This is an optimization exercise on Yosys and OpenROAD, whose aim is small area, not a production implementation. At most, simulation tests tie the RTL to the original design; equivalence was not proved. Power and IR drop assume default switching activity.

Design bmp280_spi_uart_v2005, start of the top module:
module bmp280_spi_uart_v2005
#(
  parameter CLK_HZ = 50000,
  parameter BAUD   = 5000,
  parameter SCK_HZ = 12500
)(
  input  wire clk,
  input  wire rst_n,
  output wire spi_csn,
  output wire spi_sck,
  output wire spi_mosi,
  input  wire spi_miso,
  output wire uart_tx
);
  reg [6:0] g;                  
  wire [5:0] t = g[5:0];
  wire eow = (t == 6'd63);
  reg [6:0] pc;
  reg [7:0] j;
  reg first, f2;
  wire [1:0] cls;
  wire [4:0] xs;
  wire [3:0] ys;
  wire [3:0] ki;
  wire [2:0] msrc;
  wire [3:0] jc;
  wire [1:0] jend;
  wire mmul;
  wire fsub;
  wire clr;
  wire mdiv;
  wire mdve;
  wire md10;
  wire conv;
  wire isT;
  wire [1:0] subm;
  wire dA;
  wire dB;
  wire dC;
  wire dD;
  wire [1:0] bw;
  wire bsx;
  wire tinv;
  wire ltsign;
  wire lnz;
  wire ldsign;
  wire nzg;
  wire [7:0] chr;
  wire [1:0] ctype;
  wire [2:0] spit;
  wire lastpc;
  assign cls[0] = (pc == 7'd1) | (pc == 7'd19) | (pc == 7'd28) | (pc == 7'd29) | (pc == 7'd30) | (pc == 7'd32) | (pc == 7'd34) | (pc == 7'd35) | (pc == 7'd36) | (pc == 7'd105);
  assign cls[1] = (pc == 7'd0) | (pc == 7'd2) | (pc == 7'd3) | (pc == 7'd4) | (pc == 7'd5) | (pc == 7'd6) | (pc == 7'd7) | (pc == 7'd8) | (pc == 7'd9) | (pc == 7'd10) | (pc == 7'd11) | (pc == 7'd12) | (pc == 7'd13) | (pc == 7'd14) | (pc == 7'd15) | (pc == 7'd16) | (pc == 7'd17) | (pc == 7'd18) | (pc == 7'd19) | (pc == 7'd20) | (pc == 7'd21) | (pc == 7'd22) | (pc == 7'd23) | (pc == 7'd24) | (pc == 7'd25) | (pc == 7'd26) | (pc == 7'd27) | (pc == 7'd28) | (pc == 7'd30) | (pc == 7'd32) | (pc == 7'd34) | (pc == 7'd36) | (pc == 7'd85) | (pc == 7'd86) | (pc == 7'd87) | (pc == 7'd88) | (pc == 7'd89) | (pc == 7'd90) | (pc == 7'd91) | (pc == 7'd92) | (pc == 7'd93) | (pc == 7'd94) | (pc == 7'd95) | (pc == 7'd96) | (pc == 7'd97) | (pc == 7'd98) | (pc == 7'd99) | (pc == 7'd100) | (pc == 7'd101) | (pc == 7'd102) | (pc == 7'd103) | (pc == 7'd104);
  ...
clock: 1000.0 ns
lec_check: 0
abc_area: 1
cap_margin: 20
core_margin: 2
core_utilization: 55
gpl_timing_driven: 0
place_density: 0.7
slew_margin: 20
synth_memory_max_bits: 16384
standard.sh (not shown) runs the stock make flow with config.mk's settings and CLKGATE_MAP_FILE= SYNTH_SCRIPT=/design/flow/synth_recipe.tcl, a recipe that flattens the netlist after the stock synthesis.
==> flow/flow/run.sh <==
#!/bin/bash
# Own layout flow:
#  1. the standard synthesis (standard.sh synth), unchanged;
#  2. its combinational logic re-mapped for area with a stronger ABC script
#     (resynth.ys, opt.abc); every register instance is kept as it is, same
#     name and cell;
#  3. the standard layout from that netlist, with clock tree synthesis
#     using clkbuf_4 clusters and no dummy loads.
# Each tool's output goes to a log file of its own in this folder.
set -euo pipefail
W=$PWD
R=$W/orfs/results/$FLOW_PLATFORM/bmp280_spi_uart_v2005/base
L=$W/orfs/logs/$FLOW_PLATFORM/bmp280_spi_uart_v2005/base
bash standard.sh synth > log_1_standard_synth.txt 2>&1
cp "$R/1_2_yosys.v" "$W/synth_standard.v"
LIB=$FLOW_HOME/platforms/$FLOW_PLATFORM/lib/sky130_fd_sc_hd__tt_025C_1v80.lib
DU=$(grep -o -- '-dont_use [A-Za-z0-9_]*' "$L/1_2_yosys.log" | sort -u | tr '\n' ' ')
YOSYS=$FLOW_HOME/../tools/install/yosys/bin/yosys
[ -x "$YOSYS" ] || YOSYS=yosys
sed -e "s|@LIB@|$LIB|g" -e "s|@DU@|$DU|g" -e "s|@IN@|$W/synth_standard.v|g" \
    -e "s|@OUT@|$W/synth_resynth.v|g" -e "s|@ABC@|$W/flow/opt.abc|g" -e "s|@TOP@|$FLOW_TOP|g" \
    flow/resynth.ys > "$W/resynth_run.ys"
"$YOSYS" -s "$W/resynth_run.ys" > log_2_resynth.txt 2>&1
cp "$W/synth_resynth.v" "$R/1_2_yosys.v"
rm -f "$R/1_synth.odb" "$R/1_synth.sdc"
bash standard.sh "CTS_ARGS=-sink_clustering_enable -repair_clock_nets -dont_use_dummy_load -buf_list sky130_fd_sc_hd__clkbuf_4 -sink_clustering_size 10 -sink_clustering_max_diameter 35" finish > log_3_standard_layout.txt 2>&1
==> flow/flow/opt.abc <==
&get -n
&deepsyn -T 300
&put
dch -f
amap
strash
dch -f
amap
topo
==> flow/flow/resynth.ys <==
# Re-map the combinational logic of the standard synthesis netlist for area.
# Register cells are kept as hierarchy (not flattened), so every register
# instance keeps its name and cell type.
read_liberty -ignore_miss_func @LIB@
read_verilog @IN@
hierarchy -top @TOP@
setattr -mod -set keep_hierarchy 1 sky130_fd_sc_hd__df* sky130_fd_sc_hd__edf* sky130_fd_sc_hd__sdf* sky130_fd_sc_hd__dl* sky130_fd_sc_hd__conb*
flatten
opt_clean
abc -liberty @LIB@ @DU@ -script @ABC@ @TOP@
opt_clean -purge
splitnets
opt_clean -purge
hilomap -singleton -hicell sky130_fd_sc_hd__conb_1 HI -locell sky130_fd_sc_hd__conb_1 LO
select @TOP@
stat -liberty @LIB@
write_verilog -noattr -nohex -nodec -selected @OUT@
The starting point completed without violations.
==> next run, changes <==
--- a/flow/flow/run.sh
+++ b/flow/flow/run.sh
@@ -24,3 +24,3 @@
 cp "$W/synth_resynth.v" "$R/1_2_yosys.v"
 rm -f "$R/1_synth.odb" "$R/1_synth.sdc"
-bash standard.sh "CTS_ARGS=-sink_clustering_enable -repair_clock_nets -dont_use_dummy_load -buf_list sky130_fd_sc_hd__clkbuf_4 -sink_clustering_size 10 -sink_clustering_max_diameter 35" finish > log_3_standard_layout.txt 2>&1
+bash standard.sh "CTS_ARGS=-sink_clustering_enable -repair_clock_nets -dont_use_dummy_load -buf_list sky130_fd_sc_hd__clkbuf_4 -sink_clustering_size 12 -sink_clustering_max_diameter 30" finish > log_3_standard_layout.txt 2>&1
==> flow/flow/opt.abc (replaced) <==
&get -n
&deepsyn -T 60
&put
dch -f
amap
strash
dch -f
amap
topo
After rerunning: Flip-flop and latch count does not change. Final cell count is higher by a few percent. Routed wire length increases by a few percent. Clock skew drops by 0.030 ns. Critical path depth climbs by 7. Final area rises slightly. Core utilization goes up by 0.36 points. Total power barely changes.

---

Another version of the RTL of bmp280_spi_uart_v2005 (not shown whole).
Size: roughly 1200 cells after synthesis, about 7 I/O pins, roughly 13000 sq um of cells after synthesis.
==> flow/design.v (excerpt) <==
module bmp280_spi_uart_v2005
#(
  parameter CLK_HZ = 50000,
  parameter BAUD   = 5000,
  parameter SCK_HZ = 12500
)(
  input  wire clk,
  input  wire rst_n,
  output wire spi_csn,
  output wire spi_sck,
  output wire spi_mosi,
  input  wire spi_miso,
  output wire uart_tx
);
  reg [6:0] g;                  
  wire [5:0] t = g[5:0];
  wire eow = (t == 6'd63);
  reg [6:0] pc;
  reg [7:0] j;
  reg first, f2;
  wire [1:0] cls;
  wire [4:0] xs;
  wire [3:0] ys;
  wire [3:0] ki;
  wire [2:0] msrc;
  wire [4:0] jc;
  wire [1:0] jend;
  wire mmul;
  wire fsub;
  wire clr;
  wire mdiv;
  wire mdve;
  wire md10;
  wire conv;
  wire isT;
  wire [1:0] subm;
  wire dA;
  wire dB;
  wire dC;
  wire dD;
  wire [1:0] bw;
  wire bsx;
  wire tinv;
  wire ltsign;
  wire lnz;
  wire ldsign;
  wire nzg;
  wire [7:0] chr;
  wire [1:0] ctype;
  wire [2:0] spit;
  wire lastpc;
  ...
==> flow/config.mk <==
export PLATFORM = sky130hd
export DESIGN_NAME = bmp280_spi_uart_v2005
export DESIGN_NICKNAME = bmp280_spi_uart_v2005
export VERILOG_FILES = /design/flow/design.v
export SDC_FILE = /design/flow/constraint.sdc
export NUM_CORES = 8
export LEC_CHECK = 0
export ABC_AREA = 1
export CAP_MARGIN = 20
export CORE_MARGIN = 2
export CORE_UTILIZATION = 55
export GPL_TIMING_DRIVEN = 0
export PLACE_DENSITY = 0.7
export SLEW_MARGIN = 20
export SYNTH_MEMORY_MAX_BITS = 16384
==> flow/constraint.sdc <==
create_clock -name core_clock -period 1000.0 [get_ports {clk}]
set_input_delay 200.0000 -clock core_clock [delete_from_list [all_inputs] [get_ports {clk}]]
set_output_delay 200.0000 -clock core_clock [all_outputs]
set_load 0.01 [all_outputs]
==> flow/flow/run.sh <==
#!/bin/bash
# Own layout flow:
#  1. the standard synthesis (standard.sh synth), unchanged;
#  2. its combinational logic re-mapped for area with a stronger ABC script
#     (resynth.ys, opt.abc); every register instance is kept as it is, same
#     name and cell;
#  3. the standard layout from that netlist, with clock tree synthesis
#     using clkbuf_4 clusters and no dummy loads.
# Each tool's output goes to a log file of its own in this folder.
set -euo pipefail
W=$PWD
R=$W/orfs/results/$FLOW_PLATFORM/bmp280_spi_uart_v2005/base
L=$W/orfs/logs/$FLOW_PLATFORM/bmp280_spi_uart_v2005/base
bash standard.sh synth > log_1_standard_synth.txt 2>&1
cp "$R/1_2_yosys.v" "$W/synth_standard.v"
LIB=$FLOW_HOME/platforms/$FLOW_PLATFORM/lib/sky130_fd_sc_hd__tt_025C_1v80.lib
DU=$(grep -o -- '-dont_use [A-Za-z0-9_]*' "$L/1_2_yosys.log" | sort -u | tr '\n' ' ')
YOSYS=$FLOW_HOME/../tools/install/yosys/bin/yosys
[ -x "$YOSYS" ] || YOSYS=yosys
sed -e "s|@LIB@|$LIB|g" -e "s|@DU@|$DU|g" -e "s|@IN@|$W/synth_standard.v|g" \
    -e "s|@OUT@|$W/synth_resynth.v|g" -e "s|@ABC@|$W/flow/opt.abc|g" -e "s|@TOP@|$FLOW_TOP|g" \
    flow/resynth.ys > "$W/resynth_run.ys"
"$YOSYS" -s "$W/resynth_run.ys" > log_2_resynth.txt 2>&1
cp "$W/synth_resynth.v" "$R/1_2_yosys.v"
rm -f "$R/1_synth.odb" "$R/1_synth.sdc"
bash standard.sh "CTS_ARGS=-sink_clustering_enable -repair_clock_nets -dont_use_dummy_load -buf_list sky130_fd_sc_hd__clkbuf_4 -sink_clustering_size 10 -sink_clustering_max_diameter 35" finish > log_3_standard_layout.txt 2>&1
==> flow/flow/opt.abc <==
&get -n
&deepsyn -T 180
&put
dch -f
amap
strash
dch -f
amap
topo
==> flow/flow/resynth.ys <==
# Re-map the combinational logic of the standard synthesis netlist for area.
# Register cells are kept as hierarchy (not flattened), so every register
# instance keeps its name and cell type.
read_liberty -ignore_miss_func @LIB@
read_verilog @IN@
hierarchy -top @TOP@
setattr -mod -set keep_hierarchy 1 sky130_fd_sc_hd__df* sky130_fd_sc_hd__edf* sky130_fd_sc_hd__sdf* sky130_fd_sc_hd__dl* sky130_fd_sc_hd__conb*
flatten
opt_clean
abc -liberty @LIB@ @DU@ -script @ABC@
opt_clean -purge
splitnets
opt_clean -purge
hilomap -singleton -hicell sky130_fd_sc_hd__conb_1 HI -locell sky130_fd_sc_hd__conb_1 LO
select @TOP@
stat -liberty @LIB@
write_verilog -noattr -nohex -nodec -selected @OUT@
The first run passed the timing, design-rule and antenna checks.
==> next run, changes <==
--- a/flow/flow/run.sh
+++ b/flow/flow/run.sh
@@ -26 +26 @@
-bash standard.sh "CTS_ARGS=-sink_clustering_enable -repair_clock_nets -dont_use_dummy_load -buf_list sky130_fd_sc_hd__clkbuf_4 -sink_clustering_size 10 -sink_clustering_max_diameter 35" finish > log_3_standard_layout.txt 2>&1
+bash standard.sh "CTS_ARGS=-sink_clustering_enable -repair_clock_nets -dont_use_dummy_load -buf_list sky130_fd_sc_hd__clkbuf_16 -sink_clustering_size 30 -sink_clustering_max_diameter 60" finish > log_3_standard_layout.txt 2>&1
Effect: The new run passed the timing, design-rule and antenna checks. Non-clock buffer count does not change. Clock power is higher by a quarter to a third. Global-route usage is higher by 0.62 points. Via count falls slightly. Die area does not change. Wire length climbs by a few percent. Total power increases by a little under a tenth. Clock-buffer cell count decreases by 32. Final cell count fell by a few percent.
No run of this note included a check of the RTL's function; only the layout flow was run.

---

bmp280_spi_uart_v2005, a different RTL version from the one above (not shown whole).
Size: roughly 1200 cells after synthesis, ~7 I/O pins.
==> flow/config.mk <==
export PLATFORM = sky130hd
export DESIGN_NAME = bmp280_spi_uart_v2005
export DESIGN_NICKNAME = bmp280_spi_uart_v2005
export VERILOG_FILES = /design/flow/design.v
export SDC_FILE = /design/flow/constraint.sdc
export NUM_CORES = 8
export LEC_CHECK = 0
export ABC_AREA = 1
export CAP_MARGIN = 20
export CORE_MARGIN = 2
export CORE_UTILIZATION = 55
export GPL_TIMING_DRIVEN = 0
export PLACE_DENSITY = 0.7
export SLEW_MARGIN = 20
export SYNTH_MEMORY_MAX_BITS = 16384
==> flow/constraint.sdc <==
create_clock -name core_clock -period 1000.0 [get_ports {clk}]
set_input_delay 200.0000 -clock core_clock [delete_from_list [all_inputs] [get_ports {clk}]]
set_output_delay 200.0000 -clock core_clock [all_outputs]
set_load 0.01 [all_outputs]
==> flow/flow/run.sh <==
#!/bin/bash
# Own layout flow:
#  1. the standard synthesis (standard.sh synth), unchanged;
#  2. its combinational logic re-mapped for area with a stronger ABC script
#     (resynth.ys, opt.abc: ABC's &deepsyn, tried with four random seeds in
#     parallel, the smallest result kept); every register instance is kept as
#     it is, same name and cell;
#  3. the standard layout from that netlist, with the ports buffered by
#     buf_1 cells and clock tree synthesis using clkbuf_4 clusters and no
#     dummy loads.
# Each tool's output goes to a log file of its own in this folder.
set -euo pipefail
W=$PWD
R=$W/orfs/results/$FLOW_PLATFORM/bmp280_spi_uart_v2005/base
L=$W/orfs/logs/$FLOW_PLATFORM/bmp280_spi_uart_v2005/base
bash standard.sh synth > log_1_standard_synth.txt 2>&1
cp "$R/1_2_yosys.v" "$W/synth_standard.v"
LIB=$FLOW_HOME/platforms/$FLOW_PLATFORM/lib/sky130_fd_sc_hd__tt_025C_1v80.lib
DU=$(grep -o -- '-dont_use [A-Za-z0-9_]*' "$L/1_2_yosys.log" | sort -u | tr '\n' ' ')
YOSYS=$FLOW_HOME/../tools/install/yosys/bin/yosys
[ -x "$YOSYS" ] || YOSYS=yosys
for s in 0 1 2 3; do
  sed -e "s|@SEED@|$s|g" flow/opt.abc > "$W/opt_$s.abc"
  sed -e "s|@LIB@|$LIB|g" -e "s|@DU@|$DU|g" -e "s|@IN@|$W/synth_standard.v|g" \
      -e "s|@OUT@|$W/synth_resynth_$s.v|g" -e "s|@ABC@|$W/opt_$s.abc|g" -e "s|@TOP@|$FLOW_TOP|g" \
      flow/resynth.ys > "$W/resynth_run_$s.ys"
  "$YOSYS" -s "$W/resynth_run_$s.ys" > "log_2_resynth_$s.txt" 2>&1 &
done
wait
best=""; bestarea=""
for s in 0 1 2 3; do
  a=$(grep 'Chip area' "log_2_resynth_$s.txt" | tail -1 | awk '{print $NF}')
  echo "seed $s area $a" >> log_2_resynth_pick.txt
  if [ -n "$a" ] && [ -s "$W/synth_resynth_$s.v" ]; then
    if [ -z "$best" ] || awk "BEGIN{exit !($a < $bestarea)}"; then best=$s; bestarea=$a; fi
  fi
done
echo "picked seed $best area $bestarea" >> log_2_resynth_pick.txt
cp "$W/synth_resynth_$best.v" "$R/1_2_yosys.v"
rm -f "$R/1_synth.odb" "$R/1_synth.sdc"
bash standard.sh "BUFFER_PORTS_ARGS=-buffer_cell sky130_fd_sc_hd__buf_1" "CTS_ARGS=-sink_clustering_enable -repair_clock_nets -dont_use_dummy_load -buf_list sky130_fd_sc_hd__clkbuf_4 -sink_clustering_size 10 -sink_clustering_max_diameter 35" finish > log_3_standard_layout.txt 2>&1
Other scripts of this flow, unchanged in this note and not shown: flow/flow/opt.abc, flow/flow/resynth.ys
==> next run, changes <==
--- a/flow/flow/run.sh
+++ b/flow/flow/run.sh
@@ -7,5 +7,5 @@
 #     it is, same name and cell;
 #  3. the standard layout from that netlist, with the ports buffered by
-#     buf_1 cells and clock tree synthesis using clkbuf_4 clusters and no
+#     buf_2 cells and clock tree synthesis using clkbuf_4 clusters and no
 #     dummy loads.
 # Each tool's output goes to a log file of its own in this folder.
@@ -39,3 +39,3 @@
 cp "$W/synth_resynth_$best.v" "$R/1_2_yosys.v"
 rm -f "$R/1_synth.odb" "$R/1_synth.sdc"
-bash standard.sh "BUFFER_PORTS_ARGS=-buffer_cell sky130_fd_sc_hd__buf_1" "CTS_ARGS=-sink_clustering_enable -repair_clock_nets -dont_use_dummy_load -buf_list sky130_fd_sc_hd__clkbuf_4 -sink_clustering_size 10 -sink_clustering_max_diameter 35" finish > log_3_standard_layout.txt 2>&1
+bash standard.sh "BUFFER_PORTS_ARGS=-buffer_cell sky130_fd_sc_hd__buf_2" "CTS_ARGS=-sink_clustering_enable -repair_clock_nets -dont_use_dummy_load -buf_list sky130_fd_sc_hd__clkbuf_4 -sink_clustering_size 10 -sink_clustering_max_diameter 35" finish > log_3_standard_layout.txt 2>&1
Outcome:
- via count goes up by 2.8%
- total power is about the same
- cell area goes up by about 0.9%
==> next run, changes <==
--- a/flow/flow/run.sh
+++ b/flow/flow/run.sh
@@ -6,7 +6,6 @@
 #     parallel, the smallest result kept); every register instance is kept as
 #     it is, same name and cell;
-#  3. the standard layout from that netlist, with the ports buffered by
-#     buf_2 cells and clock tree synthesis using clkbuf_4 clusters and no
-#     dummy loads.
+#  3. the standard layout from that netlist, with clock tree synthesis
+#     using clkbuf_4 clusters and no dummy loads.
 # Each tool's output goes to a log file of its own in this folder.
 set -euo pipefail
@@ -39,3 +38,3 @@
 cp "$W/synth_resynth_$best.v" "$R/1_2_yosys.v"
 rm -f "$R/1_synth.odb" "$R/1_synth.sdc"
-bash standard.sh "BUFFER_PORTS_ARGS=-buffer_cell sky130_fd_sc_hd__buf_2" "CTS_ARGS=-sink_clustering_enable -repair_clock_nets -dont_use_dummy_load -buf_list sky130_fd_sc_hd__clkbuf_4 -sink_clustering_size 10 -sink_clustering_max_diameter 35" finish > log_3_standard_layout.txt 2>&1
+bash standard.sh "CTS_ARGS=-sink_clustering_enable -repair_clock_nets -dont_use_dummy_load -buf_list sky130_fd_sc_hd__clkbuf_4 -sink_clustering_size 10 -sink_clustering_max_diameter 35" finish > log_3_standard_layout.txt 2>&1
The changed run passed the timing, design-rule and antenna checks.
Die area went down by 0.91%.
Global-route usage went down by 1.8 points.
Final cell count went down by 1.0%.

-- static timing again, ports no longer ideal --
In the flow no input, the clock included, has a driving cell. The finished layouts below were timed again as built, in two steps. Step 1, drivers: a clkbuf_16 drives clk and a buf_2 each remaining input, both assumed. Step 2, shift: input delay + t, output delay - t, t = (earliest + latest rising clock arrival at the registers) / 2. This alone moves slack from input paths to output paths. Three values: ideal ports, drivers, drivers and shift; two values: the first two.
| run | t (ns) | setup WS [ns] | worst hold slack (ns) | slew at the worst register clock pin (ns) | cell pins on the clock port's net |
|---|---|---|---|---|---|
| the first run of note 1 | 0.715 | 792.657 / 792.615 / 793.330 | 0.294 / 0.294 / 0.294 | 0.10 / 0.10 | 1 |
| the second run of note 1 | 0.718 | 791.750 / 791.706 / 792.424 | 0.290 / 0.290 / 0.290 | 0.12 / 0.12 | 1 |
| the first run of note 2 | 0.724 | 792.851 / 792.810 / 793.535 | 0.297 / 0.297 / 0.297 | 0.11 / 0.11 | 1 |
| the second run of note 2 | 0.578 | 793.008 / 792.959 / 793.537 | 0.252 / 0.252 / 0.252 | 0.10 / 0.10 | 1 |
| the first run of note 3 | 0.694 | 793.343 / 793.303 / 793.997 | 0.258 / 0.258 / 0.258 | 0.10 / 0.10 | 1 |
| the second run of note 3 | 0.718 | 794.085 / 794.038 / 794.756 | 0.264 / 0.264 / 0.264 | 0.10 / 0.10 | 1 |
| the third run of note 3 | 0.708 | 792.747 / 792.707 / 793.414 | 0.294 / 0.294 / 0.294 | 0.11 / 0.11 | 1 |
After both steps every run listed still meets setup and hold.
